Source: an optimization exercise on an open RTL-to-GDS flow (aim: a short achievable clock period and few clock cycles). Production flows keep margins and buffers that such runs may drop. The RTL was checked by simulation tests, not by an equivalence proof against the original design. Power is estimated from default activity; no workload was simulated.

Setup of job 180:
## cpu
module cpu
(
   input clk,
   input reset,
   output [15:0] o_pc_addr,
   output o_pc_rd,
   input [15:0] i_pc_rddata,
   output [15:0] o_ldst_addr,
   output o_ldst_rd,
   output o_ldst_wr,
   input [15:0] i_ldst_rddata,
   output [15:0] o_ldst_wrdata,
   output [127:0] o_tb_regs
);
==> flow/config.mk <==
export PLATFORM = sky130hd
export DESIGN_NAME = cpu
export DESIGN_NICKNAME = cpu
export VERILOG_FILES = /design/flow/design.v
export SDC_FILE = /design/flow/constraint.sdc
export NUM_CORES = 4
export LEC_CHECK = 0
export ABC_CLOCK_PERIOD_IN_PS = 1000
export CAP_MARGIN = 20
export CORE_MARGIN = 2
export CORE_UTILIZATION = 60
export SETUP_SLACK_MARGIN = 5
export SLEW_MARGIN = 20
==> flow/constraint.sdc <==
create_clock -name core_clock -period 10.0 [get_ports {clk}]
set_input_delay 2.0000 -clock core_clock [delete_from_list [all_inputs] [get_ports {clk}]]
set_output_delay 2.0000 -clock core_clock [all_outputs]
set_load 0.01 [all_outputs]
standard.sh (not shown) runs the stock make flow with config.mk's settings and CLKGATE_MAP_FILE= SYNTH_SCRIPT=/design/flow/synth_recipe.tcl, a recipe that flattens the netlist after the stock synthesis.
==> flow/flow/run.sh <==
#!/bin/bash
# Standard ORFS layout, with repair_timing aiming for a larger setup margin.
set -euo pipefail
bash standard.sh SETUP_SLACK_MARGIN=7.0 finish > standard_flow.log 2>&1
Testbench counts of job 180, summed over its fixed seeds: cycles 85,053.
Input changes introduced in job 2858 (baseline for comparison: job 180):
Settings: PLACE_DENSITY_LB_ADDON now 0.2, previously not set; CORE_UTILIZATION now 40, was 60.
==> comparison <==
- Looking at cell type of the slowest stage on the worst timing path, the sky130_fd_sc_hd__dfrtp_1 result is from job 2858; the sky130_fd_sc_hd__dfxtp_1 one comes from job 180.
- Number of logic stages on the critical path including buffering: job 2858 vs job 180 down 12
- Job 2858 reports a lower delay of the slowest cell on the worst path than job 180 does.
- Diff job 180 -> job 2858: global routing usage on met1 -11 points; time the worst path needs with I/O delays and setup -0.053 ns; utilization -26 points.
Changes in job 132 relative to job 2858:
Settings: clearing PLACE_DENSITY_LB_ADDON, which used to be 0.2; putting CTS_CLUSTER_SIZE at 24 where nothing was set; putting CTS_CLUSTER_DIAMETER at 100 where nothing was set.
[summary]
Per the final summary, job 132 finished and its layout is clean on timing, DRC and antenna.
Job 2858 has lower iteration count of the initial detailed-routing pass than job 132.
Changes observed in job 132 relative to job 2858: final routed wirelength across all metal layers down 2.5%, global-route met3 utilization up 1.8 points, final worst-path cycle share down 0.72 points.
Edits applied to the flow inputs when going from job 132 to job 3133:
Settings: clearing CTS_CLUSTER_SIZE, which used to be 24; swapping 1000 for 500 in ABC_CLOCK_PERIOD_IN_PS; clearing CTS_CLUSTER_DIAMETER, which used to be 100.
[summary]
Combinational power: job 132 vs job 3133 — no meaningful difference. Floorplan die width: job 3133 vs job 132 identical. Row count came out exactly the same in job 3133 and job 132. The final-layout clock buffer total number comes out higher for job 3133 vs job 132. Compared with job 132, in job 3133 area fraction of clock buffers and clock inverters rose by 3.3 points; portion of total power attributed to sequential cells fell by 5.3 points. Job 3133 vs. job 132: clock network fraction of design power rose by 8.9 points; number of combinational gates with multiple inputs stayed essentially flat.

---

cpu again, from the RTL that the note above started with.
Settings: LEC_CHECK=0, ABC_CLOCK_PERIOD_IN_PS=1000, CAP_MARGIN=20, CORE_MARGIN=2, CORE_UTILIZATION=40, CTS_CLUSTER_DIAMETER=60, CTS_CLUSTER_SIZE=30, SETUP_SLACK_MARGIN=5, SLEW_MARGIN=20; clock period 10.0 ns.
Scripts as last shown in full above: flow/flow/run.sh
Testbench counts at the start, summed over its fixed seeds: cycles 85,053.
Edit:
CTS_CLUSTER_DIAMETER = unset   (was 60)
CTS_CLUSTER_SIZE = unset   (was 30)
Outcome: Maximum frequency came out higher by about 4.7%; via count came out higher by 0.36%; non-clock buffer count came out higher by 6; clock power came out higher by 15%; setup slack gains 0.16 ns; power came out higher by about 5%; clock skew came out lower by 0.018 ns; count of clock-buffer cells in the layout came out higher by 107; utilization came out higher by 0.54 points.

-- afterwards: timing with drivers on the ports --
Ports are ideal in the flow. The routed layouts listed here were re-timed in OpenROAD.
Step 1 assumes that a clkbuf_16 drives the clock port and a buf_2 every other input.
Step 2, shift: input delay + t, output delay - t, t = (earliest + latest rising clock arrival at the registers) / 2. This alone moves slack from input paths to output paths.
Slacks: ideal ports / drivers / drivers and shift; pairs: ideal ports / drivers.
run | t (ns) | slack for setup (ns) | slew at the worst register clock pin (ns)
job 180 | 0.861 | 6.513 / 6.463 / 5.858 | 0.07 / 0.07
job 2858 | 0.879 | 6.566 / 6.486 / 6.012 | 0.07 / 0.07
job 132 | 0.817 | 6.638 / 6.562 / 5.958 | 0.11 / 0.11
job 3133 | 0.891 | 6.576 / 6.492 / 5.930 | 0.07 / 0.07
the first run of note 2 | 0.845 | 6.417 / 6.444 / 5.599 | 0.10 / 0.10
the second run of note 2 | 0.891 | 6.576 / 6.492 / 5.930 | 0.07 / 0.07
After both steps every run listed still meets setup and hold. For the first run of note 2, which loses most, drivers alone change the setup slack by +0.027 ns; drivers and shift together by -0.818 ns.
